Background: an optimization exercise with open tools, aiming at small area. Do not read the settings as production practice. Only simulation tests tie the RTL to the original design; equivalence was not proved. Power and IR drop assume default switching activity.

==> inputs of job 2968 <==
==> flow/design.v <==
module DMA_cont(
    input           clk,
    input           reset,
    input           dma_request,
    output          dma_ack,
    output          bus_request,
    input           bus_grant,
    input   [31:0]  src_addr,
    input   [31:0]  dest_addr,
    input   [15:0]  transfer_size,
    input           start_transfer,
    output          transfer_done,
    output  [31:0]  addr_out,
    output reg [31:0] data_out,
    input   [31:0]  data_in,
    output          mem_read,
    output          mem_write,
    input           mem_ready
);
reg        sk, sp, sq;
assign dma_ack       = sk;
assign bus_request   = sp;
assign mem_read      = sk & ~sq;
assign mem_write     = sk & sq;
assign transfer_done = ~sk & sq;
wire       idle    = ~(sk | sp);
reg [31:0] a;
reg [31:0] b;
reg [15:0] left;
assign addr_out = a;
wire       rd_ok = mem_read & mem_ready;
wire       wr_ok = mem_write & mem_ready;
wire [32:2] cy;
wire [6:0]  bc;                      
assign bc[0] = 1'b1;
genvar j, m;
generate for (m = 0; m < 6; m = m + 1) begin : g_blk
    assign bc[m+1] = bc[m] & (&a[2+5*m+4:2+5*m]);
    assign cy[2+5*m] = bc[m];
    for (j = 1; j < 5; j = j + 1) begin : g_bit
        assign cy[2+5*m+j] = cy[2+5*m+j-1] & a[2+5*m+j-1];
    end
end endgenerate
assign cy[32] = bc[6];
wire [31:0] a_inc = {a[31:2] ^ cy[31:2], a[1:0]};
wire [15:0] dec_in = idle ? transfer_size : left;
wire [16:0] bw;
assign bw[0] = idle | wr_ok;
genvar i;
generate for (i = 0; i < 16; i = i + 1) begin : g_bw
    assign bw[i+1] = bw[i] & ~dec_in[i];
end endgenerate
wire       none  = (left == 16'd0);   
wire       fin   = wr_ok & none;
wire       swap  = rd_ok | (wr_ok & ~none);
wire       hold  = ~idle & ~swap;
always @(posedge clk or posedge reset) begin
    if (reset) begin
        sk <= 1'b0;
        sp <= 1'b0;
        sq <= 1'b0;
    end else begin
        sp <= idle ? (start_transfer & dma_request) : (sp & ~bus_grant);
        sk <= (sp & bus_grant) | (sk & ~fin);
        sq <= sk & ((sq ^ mem_ready) | fin);
    end
end
always @(posedge clk) begin
    a <= ({32{idle}} & src_addr)  | ({32{swap}} & b)     | ({32{hold}} & a);
    b <= ({32{idle}} & dest_addr) | ({32{swap}} & a_inc) | ({32{hold}} & b);
    left <= dec_in ^ bw[15:0];
    if (mem_read)
        data_out <= data_in;
end
endmodule
==> flow/flow/run.sh <==
#!/bin/bash
# Standard ORFS layout, with changes that only affect cell area:
#  - ABC maps for area (amap) without its own buffering/upsizing
#    (flow/abc_speed.script); registers are mapped before ABC, unchanged.
#  - port buffers use the smallest buffer, sky130_fd_sc_hd__buf_1.
#  - clock tree of clkbuf_4 without dummy balancing loads.
# Each tool's output goes to its own log in this folder (and ORFS's logs).
set -u
rm -rf scripts
cp -r "$FLOW_HOME/scripts" scripts
cp flow/abc_speed.script scripts/abc_speed.script
export SCRIPTS_DIR="$PWD/scripts"
export BUFFER_PORTS_ARGS="-buffer_cell sky130_fd_sc_hd__buf_1"
export CTS_ARGS="-sink_clustering_enable -repair_clock_nets -buf_list sky130_fd_sc_hd__clkbuf_4 -dont_use_dummy_load"
bash standard.sh > standard.log 2>&1
st=$?
for f in orfs/logs/*/*/*/*.log; do cp "$f" "log_$(basename "$f")"; done
exit $st
==> flow/flow/abc_speed.script <==
strash
dch
amap -F 4 -A 8
topo
dnsize -c
==> flow/standard.sh <==
#!/bin/bash
# synth_recipe.tcl (not shown) runs the flow's synth.tcl, then flattens the netlist and writes it again
# the make line also repeats each setting of config.mk as NAME=value (left out here)
make -C /OpenROAD-flow-scripts/flow DESIGN_CONFIG=/design/flow/config.mk WORK_HOME=/design/flow/orfs CLKGATE_MAP_FILE= SYNTH_SCRIPT=/design/flow/synth_recipe.tcl "${@:-finish}"
==> flow/config.mk <==
export PLATFORM = sky130hd
export DESIGN_NAME = DMA_cont
export DESIGN_NICKNAME = DMA_cont
export VERILOG_FILES = /design/flow/design.v
export SDC_FILE = /design/flow/constraint.sdc
export NUM_CORES = 4
export LEC_CHECK = 0
export CAP_MARGIN = 20
export CORE_MARGIN = 2
export CORE_UTILIZATION = 25
export SLEW_MARGIN = 20
==> flow/constraint.sdc <==
create_clock -name core_clock -period 5.0 [get_ports {clk}]
set_input_delay 1.0000 -clock core_clock [delete_from_list [all_inputs] [get_ports {clk}]]
set_output_delay 1.0000 -clock core_clock [all_outputs]
set_load 0.01 [all_outputs]
==> job 8014 (differences from job 2968) <==
==> flow/design.v (replaced) <==
module DMA_cont(
    input           clk,
    input           reset,
    input           dma_request,
    output          dma_ack,
    output          bus_request,
    input           bus_grant,
    input   [31:0]  src_addr,
    input   [31:0]  dest_addr,
    input   [15:0]  transfer_size,
    input           start_transfer,
    output reg      transfer_done,
    output  [31:0]  addr_out,
    output reg [31:0] data_out,
    input   [31:0]  data_in,
    output reg      mem_read,
    output reg      mem_write,
    input           mem_ready
);
reg        req;
assign bus_request = req;
assign dma_ack     = mem_read | mem_write;
wire       idle    = ~(req | mem_read | mem_write);
reg [31:0] a;
reg [31:0] b;
reg [15:0] remaining;
assign addr_out = a;
wire       last  = (remaining == 16'd1);
wire       rd_ok = mem_read & mem_ready;
wire       wr_ok = mem_write & mem_ready;
wire       swap  = rd_ok | (wr_ok & ~last);
wire       hold  = ~idle & ~swap;
wire [32:2] cy;
wire [6:0]  bc;                      
assign bc[0] = 1'b1;
genvar j, k;
generate for (k = 0; k < 6; k = k + 1) begin : g_blk
    assign bc[k+1] = bc[k] & (&a[2+5*k+4:2+5*k]);
    assign cy[2+5*k] = bc[k];
    for (j = 1; j < 5; j = j + 1) begin : g_bit
        assign cy[2+5*k+j] = cy[2+5*k+j-1] & a[2+5*k+j-1];
    end
end endgenerate
assign cy[32] = bc[6];
wire [31:0] a_inc = {a[31:2] ^ cy[31:2], a[1:0]};
wire [16:0] bw;
assign bw[0] = wr_ok;
genvar i;
generate for (i = 0; i < 16; i = i + 1) begin : g_bw
    assign bw[i+1] = bw[i] & ~remaining[i];
end endgenerate
wire [15:0] rem_step = remaining ^ bw[15:0];
always @(posedge clk or posedge reset) begin
    if (reset) begin
        req <= 1'b0;
        mem_read <= 1'b0;
        mem_write <= 1'b0;
        transfer_done <= 1'b0;
    end else begin
        req <= idle ? (start_transfer & dma_request) : (req & ~bus_grant);
        mem_read <= (req & bus_grant) | (mem_read & ~mem_ready) | (wr_ok & ~last);
        mem_write <= (mem_read | mem_write) & (mem_write ^ mem_ready);
        transfer_done <= wr_ok & last;
    end
end
always @(posedge clk) begin
    a <= ({32{idle}} & src_addr)  | ({32{swap}} & b)     | ({32{hold}} & a);
    b <= ({32{idle}} & dest_addr) | ({32{swap}} & a_inc) | ({32{hold}} & b);
    remaining <= ({16{idle}} & transfer_size) | ({16{~idle}} & rem_step);
    if (mem_read)
        data_out <= data_in;
end
endmodule
--- a/flow/flow/run.sh
+++ b/flow/flow/run.sh
@@ -2,3 +2,3 @@
 # Standard ORFS layout, with changes that only affect cell area:
-#  - ABC maps for area (amap) without its own buffering/upsizing
+#  - ABC maps with more area recovery and without its own buffering/upsizing
 #    (flow/abc_speed.script); registers are mapped before ABC, unchanged.
==> flow/flow/abc_speed.script (replaced) <==
&get -n
&st
&dch
&nf -R 1000
&st
&syn2
&if -g -K 6
&synch2
&nf -R 1000
&st
&syn2
&if -g -K 6
&synch2
&nf -R 1000
&st
&syn2
&if -g -K 6
&synch2
&nf -R 1000
&st
&syn2
&if -g -K 6
&synch2
&nf -R 1000
&st
&syn2
&if -g -K 6
&synch2
&nf -R 1000
&put
topo
stime -c
dnsize -c
==> job 4699 (differences from job 2968) <==
==> flow/design.v (replaced) <==
module DMA_cont(
    input           clk,
    input           reset,
    input           dma_request,
    output          dma_ack,
    output          bus_request,
    input           bus_grant,
    input   [31:0]  src_addr,
    input   [31:0]  dest_addr,
    input   [15:0]  transfer_size,
    input           start_transfer,
    output reg      transfer_done,
    output  [31:0]  addr_out,
    output reg [31:0] data_out,
    input   [31:0]  data_in,
    output reg      mem_read,
    output reg      mem_write,
    input           mem_ready
);
reg        req;
assign bus_request = req;
assign dma_ack     = mem_read | mem_write;
wire       idle    = ~(req | mem_read | mem_write);
reg [31:0] a;
reg [31:0] b;
reg [15:0] remaining;
assign addr_out = a;
wire       last  = (remaining == 16'd1);
wire       rd_ok = mem_read & mem_ready;
wire       wr_ok = mem_write & mem_ready;
wire       swap  = rd_ok | (wr_ok & ~last);
wire       hold  = ~idle & ~swap;
wire [32:2] cy;
assign cy[2] = 1'b1;
genvar j;
generate for (j = 2; j < 32; j = j + 1) begin : g_cy
    assign cy[j+1] = cy[j] & a[j];
end endgenerate
wire [31:0] a_inc = {a[31:2] ^ cy[31:2], a[1:0]};
wire [16:0] bw;
assign bw[0] = wr_ok;
genvar i;
generate for (i = 0; i < 16; i = i + 1) begin : g_bw
    assign bw[i+1] = bw[i] & ~remaining[i];
end endgenerate
wire [15:0] rem_step = remaining ^ bw[15:0];
always @(posedge clk or posedge reset) begin
    if (reset) begin
        req <= 1'b0;
        mem_read <= 1'b0;
        mem_write <= 1'b0;
        transfer_done <= 1'b0;
    end else begin
        req <= idle ? (start_transfer & dma_request) : (req & ~bus_grant);
        mem_read <= (req & bus_grant) | (mem_read & ~mem_ready) | (wr_ok & ~last);
        mem_write <= rd_ok | (mem_write & ~mem_ready);
        transfer_done <= wr_ok & last;
    end
end
always @(posedge clk) begin
    a <= ({32{idle}} & src_addr)  | ({32{swap}} & b)     | ({32{hold}} & a);
    b <= ({32{idle}} & dest_addr) | ({32{swap}} & a_inc) | ({32{hold}} & b);
    remaining <= ({16{idle}} & transfer_size) | ({16{~idle}} & rem_step);
    if (mem_read)
        data_out <= data_in;
end
endmodule
==> flow/flow/run.sh (replaced) <==
#!/bin/bash
# Standard ORFS layout, with three changes that only affect cell area:
#  - ABC maps with more area recovery and without its own buffering/upsizing
#    (flow/abc_speed.script); registers are mapped before ABC, unchanged.
#  - port buffers use the smallest buffer, sky130_fd_sc_hd__buf_1.
# Each tool's output goes to its own log in this folder (and ORFS's logs).
set -u
rm -rf scripts
cp -r "$FLOW_HOME/scripts" scripts
cp flow/abc_speed.script scripts/abc_speed.script
export SCRIPTS_DIR="$PWD/scripts"
export BUFFER_PORTS_ARGS="-buffer_cell sky130_fd_sc_hd__buf_1"
bash standard.sh > standard.log 2>&1
st=$?
for f in orfs/logs/*/*/*/*.log; do cp "$f" "log_$(basename "$f")"; done
exit $st
==> flow/flow/abc_speed.script (replaced) <==
&get -n
&st
&dch
&nf -R 1000
&st
&syn2
&if -g -K 6
&synch2
&nf -R 1000
&st
&syn2
&if -g -K 6
&synch2
&nf -R 1000
&st
&syn2
&if -g -K 6
&synch2
&nf -R 1000
&st
&syn2
&if -g -K 6
&synch2
&nf -R 1000
&st
&syn2
&if -g -K 6
&synch2
&nf -R 1000
&put
topo
stime -c
dnsize -c
Settings changed: CTS_BUF_LIST set to sky130_fd_sc_hd__clkbuf_4.
==> results.json <==
{
  "wl_met3_um": 954,
  "clkTransAtPathRegs_ps": 110,
  "outcome": "finished clean",
  "grt_pass1_wl_mm": 16.8,
  "antenna_found_initial": 0,
  "reg2reg_from": "sk",
  "pwr-share-seq_pct": 62.2,
  "cts_sinks": 115
}
That was job 2968.
==> results.json <==
{
  "outcome": "finished clean",
  "pwr-share-seq_pct": 46.2,
  "reg2reg_from": "mem_write",
  "cts_sinks": 116,
  "grt_pass1_wl_mm": 18.7
}
That was job 8014.
==> results.json <==
{
  "outcome": "finished with violations",
  "setup_violations": 1,
  "antenna_found_initial": 2,
  "so.violations": "setup timing",
  "pwr-share-seq_pct": 46.2,
  "reg2reg_from": "a[2]",
  "setup_slack_ps": -200
}
That was job 4699.

-- separate check: timing with driven ports --
In the flow no input, the clock included, has a driving cell. The finished layouts below were timed again as built, in two steps. Step 1: set_driving_cell puts a clkbuf_16 on clk and a buf_2 on each other input, an assumption about the parent block. Step 2 also shifts input and output timing later by t, the mid clock arrival at the registers, as if the neighbouring blocks saw the same clock. Slacks: no drivers / after step 1 / after step 2; pairs: no drivers / after step 1.
run	shift t [ns]	setup WS [ns]	worst hold slack (ns)	latest minus earliest clock arrival (ns)	pins driven straight from the clock port
job 2968	0.528	0.841 / 0.841 / 0.709	0.299 / 0.291 / 0.464	0.055 / 0.055	1
job 8014	0.527	1.067 / 1.064 / 0.537	0.305 / 0.303 / 0.438	0.046 / 0.046	1
job 4699	0.545	-0.200 / -0.200 / -0.200	0.300 / 0.289 / 0.441	0.014 / 0.014	1
For job 8014, which loses most, drivers alone change the setup slack by -0.003 ns; drivers and shift together by -0.530 ns.
